Background: an optimization exercise with open tools, aiming at small area. Do not read the settings as production practice.
No activity file was given, so power comes from the tool's default toggle rates.

==> v37: inputs <==
// pong16
module pong16 (sys_clk,
               rst_n,
               dm_sel,
               ramadr,
               ramwe,
               ramre,
               dbus_in,
               vid_sync_o,
               vid_o,
               audio_o
              );
Settings: LEC_CHECK=0, CAP_MARGIN=20, CORE_MARGIN=2, CORE_UTILIZATION=40, SLEW_MARGIN=20; clock period 10.0 ns.
run.sh (not shown) runs the stock make flow with config.mk's settings and CLKGATE_MAP_FILE= SYNTH_SCRIPT=/design/flow/synth_recipe.tcl, a recipe that flattens the netlist after the stock synthesis.
==> v32: changes against v37 <==
--- a/flow/design.v
+++ b/flow/design.v
@@ -162,28 +162,29 @@
              end
        default: ;
      endcase
   end
 end
 endmodule
-module vid_score #(parameter POSITION = 114 )
-                  (score,
+module vid_score #(parameter NUM0_POS = 114, parameter NUM1_POS = 131)
+                  (score0,
+                   score1,
                    x,
                    y,
                    num
                   );
-localparam NUM_LOW = POSITION;
-localparam NUM_HI  = POSITION+3;
-input  wire[3:0] score;
+input  wire[3:0] score0;
+input  wire[3:0] score1;
 input  wire[7:0] x;
 input  wire[7:0] y;
 output reg       num;
-wire xl  = (x == NUM_LOW);
-wire xh  = (x == NUM_HI);
-wire xa  = (x >= NUM_LOW && x <= NUM_HI);
-wire xa1 = (x >= NUM_LOW+1 && x <= NUM_HI);
+wire [3:0] score = x[7] ? score1 : score0;
+wire xl  = (x == NUM0_POS)   || (x == NUM1_POS);
+wire xh  = (x == NUM0_POS+3) || (x == NUM1_POS+3);
+wire xa  = (x >= NUM0_POS && x <= NUM0_POS+3) || (x >= NUM1_POS && x <= NUM1_POS+3);
+wire xa1 = xa && !xl;
 wire yt  = (y == 19 || y == 20);             
 wire ym  = (y == 25 || y == 26);             
 wire yb  = (y == 31 || y == 32);             
 wire yu  = (y >= 19 && y <= 26);             
 wire yl  = (y >= 25 && y <= 32);             
 wire yf  = (y >= 19 && y <= 32);             
@@ -361,26 +362,23 @@
       else                   begin pl0 <= 8'd229; ps0 <= 1'b1; end
       if (padl1 <= 17)       begin pl1 <= 8'd17;  ps1 <= 1'b1; end
       else if (padl1 <= 228) begin pl1 <= padl1;  ps1 <= 1'b0; end
       else                   begin pl1 <= 8'd229; ps1 <= 1'b1; end
    end
 end
-wire [8:0] bd0 = {1'b0, bally} - {1'b0, pl0};
-wire [8:0] bd1 = {1'b0, bally} - {1'b0, pl1};
-wire hit0 = ~bd0[8] && (bd0[7:4] == 4'd0) && !(ps0 && bd0[3:0] == 4'd15);
-wire hit1 = ~bd1[8] && (bd1[7:4] == 4'd0) && !(ps1 && bd1[3:0] == 4'd15);
-wire top0 = ~bd0[8] && (bd0[7:0] <= 8'd4);
-wire top1 = ~bd1[8] && (bd1[7:0] <= 8'd4);
-wire bot0 = hit0 && (bd0[3:0] >= 4'd11);
-wire bot1 = hit1 && (bd1[3:0] >= 4'd11);
-wire [1:0] hdir0 = top0 ? DIR_UP : bot0 ? DIR_DOWN : DIR_STR;
-wire [1:0] hdir1 = top1 ? DIR_UP : bot1 ? DIR_DOWN : DIR_STR;
-wire [8:0] yd0 = {1'b0, y} - {1'b0, pl0};
-wire [8:0] yd1 = {1'b0, y} - {1'b0, pl1};
-wire yin0 = ~yd0[8] && (yd0[7:4] == 4'd0) && !(ps0 && yd0[3:0] == 4'd15);
-wire yin1 = ~yd1[8] && (yd1[7:4] == 4'd0) && !(ps1 && yd1[3:0] == 4'd15);
+wire [7:0] plb = ballx[7] ? pl1 : pl0;
+wire       psb = ballx[7] ? ps1 : ps0;
+wire [8:0] bd  = {1'b0, bally} - {1'b0, plb};
+wire hit  = ~bd[8] && (bd[7:4] == 4'd0) && !(psb && bd[3:0] == 4'd15);
+wire top  = ~bd[8] && (bd[7:0] <= 8'd4);
+wire bot  = hit && (bd[3:0] >= 4'd11);
+wire [1:0] hdir = top ? DIR_UP : bot ? DIR_DOWN : DIR_STR;
+wire [7:0] ply = x[7] ? pl1 : pl0;
+wire       psy = x[7] ? ps1 : ps0;
+wire [8:0] yd  = {1'b0, y} - {1'b0, ply};
+wire yin = ~yd[8] && (yd[7:4] == 4'd0) && !(psy && yd[3:0] == 4'd15);
 always @(posedge clk) begin
    if(!rst_n) begin
        GO_GAME <= 0;
    end else if (serv_ball) begin
        GO_GAME <= 1'b1;
    end else if (stop_game) begin
@@ -393,19 +391,15 @@
 reg [1:0] pad_snd;
 reg [1:0] pad_dir;
 always @(*) begin
    pad_snd = 2'b00;
    pad_dir = DIR_NONE;
    if (!DEMO_MODE && !game_rst) begin
-      if (at_l) begin
-         pad_snd = hit0 ? HIT : MISS;
-         if (hit0) pad_dir = hdir0;
-      end
-      if (at_r) begin
-         pad_snd = hit1 ? HIT : MISS;
-         if (hit1) pad_dir = hdir1;
+      if (at_l || at_r) begin
+         pad_snd = hit ? HIT : MISS;
+         if (hit) pad_dir = hdir;
       end
    end
 end
 always @(posedge clk) begin
    if(~rst_n || game_rst) begin
       score0    <= 0;
@@ -414,51 +408,56 @@
       winner    <= 0;
    end else if (DEMO_MODE) begin
       stop_game <= 1'b0;
    end else begin
       if(serv_ball) stop_game <= 1'b0;
       if (at_l) begin
-         if (hit0) begin
+         if (hit) begin
             stop_game <= 1'b0;
          end else begin
             if(stop_game==0 && winner==0 && score1!=9) score1 <= score1+1;
             if(score1==9) winner <= 1;
             stop_game <= 1'b1;
          end
       end
       if (at_r) begin
-         if (hit1) begin
+         if (hit) begin
             stop_game <= 1'b0;
          end else begin
             if(stop_game==0 && winner==0 && score0!=9) score0 <= score0+1;
             if(score0==9) winner <= 1;
             stop_game <= 1'b1;
          end
       end
    end
 end
 reg [1:0] wall_snd;
 reg [1:0] wall_dir;
 wire serve = (DEMO_MODE && end_rst) || !go;
+wire x_bounce = ballx_inc ? at_r : at_l;
+wire x_up     = ballx_inc ^ x_bounce;
+wire y_top    = (bally <= Y_T);
+wire y_bot    = (bally >= Y_B);
+wire y_up     = bally_dir[1] ? !y_bot : y_top;    
 always @(*) begin
    wall_snd = 2'b00;
    wall_dir = DIR_NONE;
    if (serve) begin
       case (rnd_data[9:8])
          2'b00: wall_dir = DIR_NONE;
          2'b01: wall_dir = DIR_UP;
          2'b10: wall_dir = DIR_DOWN;
          2'b11: wall_dir = DIR_STR;
       endcase
    end else if (sof) begin
-      if ((!ballx_inc && at_l) || (ballx_inc && at_r)) wall_snd = BOUNCE;
-      if (bally_dir == 2'b01 && bally <= Y_T) begin
+      if (x_bounce) wall_snd = BOUNCE;
+      if (bally_dir == 2'b01 && y_top) begin
          wall_snd = BOUNCE;
          wall_dir = DIR_DOWN;
       end
-      if (bally_dir == 2'b10 && bally >= Y_B) begin
+      if (bally_dir == 2'b10 && y_bot) begin
          wall_snd = BOUNCE;
          wall_dir = DIR_UP;
       end
    end
 end
 always @(posedge clk) begin
@@ -466,29 +465,15 @@
       if (serve) begin
          ballx     <= 8'd124;
          step2     <= speed2;
          ballx_inc <= ~rnd_data[13];
          bally     <= rnd_data[6:0] + 8'd67;
       end else if (sof) begin
-         if (!ballx_inc) begin
-            if (at_l) begin
-               ballx     <= ballx + step;
-               ballx_inc <= 1'b1;
-            end else begin
-               ballx     <= ballx - step;
-            end
-         end else begin
-            if (at_r) begin
-               ballx     <= ballx - step;
-               ballx_inc <= 1'b0;
-            end else begin
-               ballx     <= ballx + step;
-            end
-         end
-         if (bally_dir == 2'b01) bally <= (bally <= Y_T) ? bally + step : bally - step;
-         if (bally_dir == 2'b10) bally <= (bally >= Y_B) ? bally - step : bally + step;
+         ballx <= ballx + (x_up ? step : -step);
+         if (x_bounce) ballx_inc <= ~ballx_inc;
+         if (bally_dir == 2'b01 || bally_dir == 2'b10) bally <= bally + (y_up ? step : -step);
       end
    end
 end
 wire [1:0] next_cmd = (pad_dir == DIR_UP   || wall_dir == DIR_UP)   ? DIR_UP :
                       (pad_dir == DIR_DOWN || wall_dir == DIR_DOWN) ? DIR_DOWN :
                       (pad_dir == DIR_STR  || wall_dir == DIR_STR)  ? DIR_STR : DIR_NONE;
@@ -522,22 +507,21 @@
                (x==137 && (y==99  || y==100))|| (x==138 && (y==101 || y==102)) ||
                ((x>=139 && x<=151) && y==102) ||
                ((x>=144 && x<=150)  && (y==85 || y==92 || y==99)) ||
                ((x==143 || x==151)  && y>=86 && y<=91) ||
                ((x==143 || x==151)  && y>=93 && y<=98);
 end
-wire num0, num1;
-vid_score #(.POSITION (NUM0_POS)) p0_score (.score(score0), .x(x), .y(y), .num(num0));
-vid_score #(.POSITION (NUM1_POS)) p1_score (.score(score1), .x(x), .y(y), .num(num1));
-wire p0   = (x==25  || x==26)  && yin0;
-wire p1   = (x==221 || x==222) && yin1;
+wire num;
+vid_score #(.NUM0_POS (NUM0_POS), .NUM1_POS (NUM1_POS)) scores (.score0(score0), .score1(score1), .x(x), .y(y), .num(num));
+wire pad  = (x==25 || x==26 || x==221 || x==222) && yin;
+wire [8:0] byd = {1'b0, y} - {1'b0, bally};
 wire bar  = (x==BAR) && (y>=18 && y<=243);
-wire ball = go && (x==ballx) && (y==bally || {1'b0,y}=={1'b0,bally}+9'd1);
+wire ball = go && (x==ballx) && (byd[8:1] == 8'd0);
 reg pix;
 always @(posedge clk) begin
-   pix <= vid_time && (p0 || p1 || bar || (winner && xlr8_pix) || (rst_n && (num0 || num1 || ball)));
+   pix <= vid_time && (pad || bar || (winner && xlr8_pix) || (rst_n && (num || ball)));
 end
 always @(posedge clk) begin
    if(!rst_n) vid <= 0;
    else       vid <= pix;
 end
 reg [31:0]  new_sd;
==> results.txt <==
Run status: v37 no timing/DRC/antenna violations; v32 no timing/DRC/antenna violations
Cell Area, Placed: v37 17,750 um2; v32 17,250 um2
Pint: v37 3.478 mW; v32 3.439 mW
Area of the mapped netlist: v37 17,130 um2; v32 16,640 um2
Number of standard cells in the final layout excluding fillers: v37 2,487; v32 2,384
Clk power: v37 1.41 mW; v32 1.45 mW
DR WL/cell: v37 16.74 um; v32 16.14 um
Number of DRC violations after detailed-routing iteration 0: v37 932; v32 906
Worst Setup Start Kind: v37 flip-flop; v32 primary input
Multi-Input Combinational: v37 1,432; v32 1,349
Post-synthesis compound-gate area fraction: v37 0.1338; v32 0.1332
Die area: v37 44,490 um2; v32 43,250 um2
Cell seen most often among critical-path stages: v37 sky130_fd_sc_hd__inv_1; v32 sky130_fd_sc_hd__nand2_1
Timing startpoint of the critical path: v37 v_drvr.bally[0]; v32 ramadr[7]
Slack of the worst reg-to-reg path: v37 6.34 ns; v32 6.37 ns
Synthesized netlist net count: v37 2,049; v32 1,932
Placed insts: v37 2,420; v32 2,314
Required time reported for the critical path endpoint: v37 10.45 ns; v32 10.41 ns
Reg power frac: v37 0.400; v32 0.409
Initial DRT Pass Iterations: v37 6; v32 7
Function was not checked in any run of this note: the RTL went through the layout flow alone.

==> static timing again, ports no longer ideal <==
The flow's constraints put no driver on any port. The routed layouts listed below were extracted and timed again, unchanged, in two steps. Step 1 assumes that a clkbuf_16 drives the clock port and a buf_2 every other input. Step 2 times the ports against the registers' clock, not the clock port: input delays grow and output delays shrink by t, the midpoint of the rising clock arrivals with the driver on. Slacks: ideal / step 1 / step 2; pairs: ideal / step 1.
| run | t, ns | setup WS [ns] | clock arrival spread, ns | slew at the worst register clock pin (ns) |
|---|---|---|---|---|
| v37 | 0.619 | 6.340 / 6.340 / 5.750 | 0.034 / 0.034 | 0.06 / 0.06 |
| v32 | 0.617 | 6.319 / 6.341 / 5.725 | 0.032 / 0.031 | 0.06 / 0.06 |
After both steps every run listed still meets setup and hold. The setup slack of v32, which loses most, moves by +0.022 ns with the drivers and by -0.594 ns with both steps.
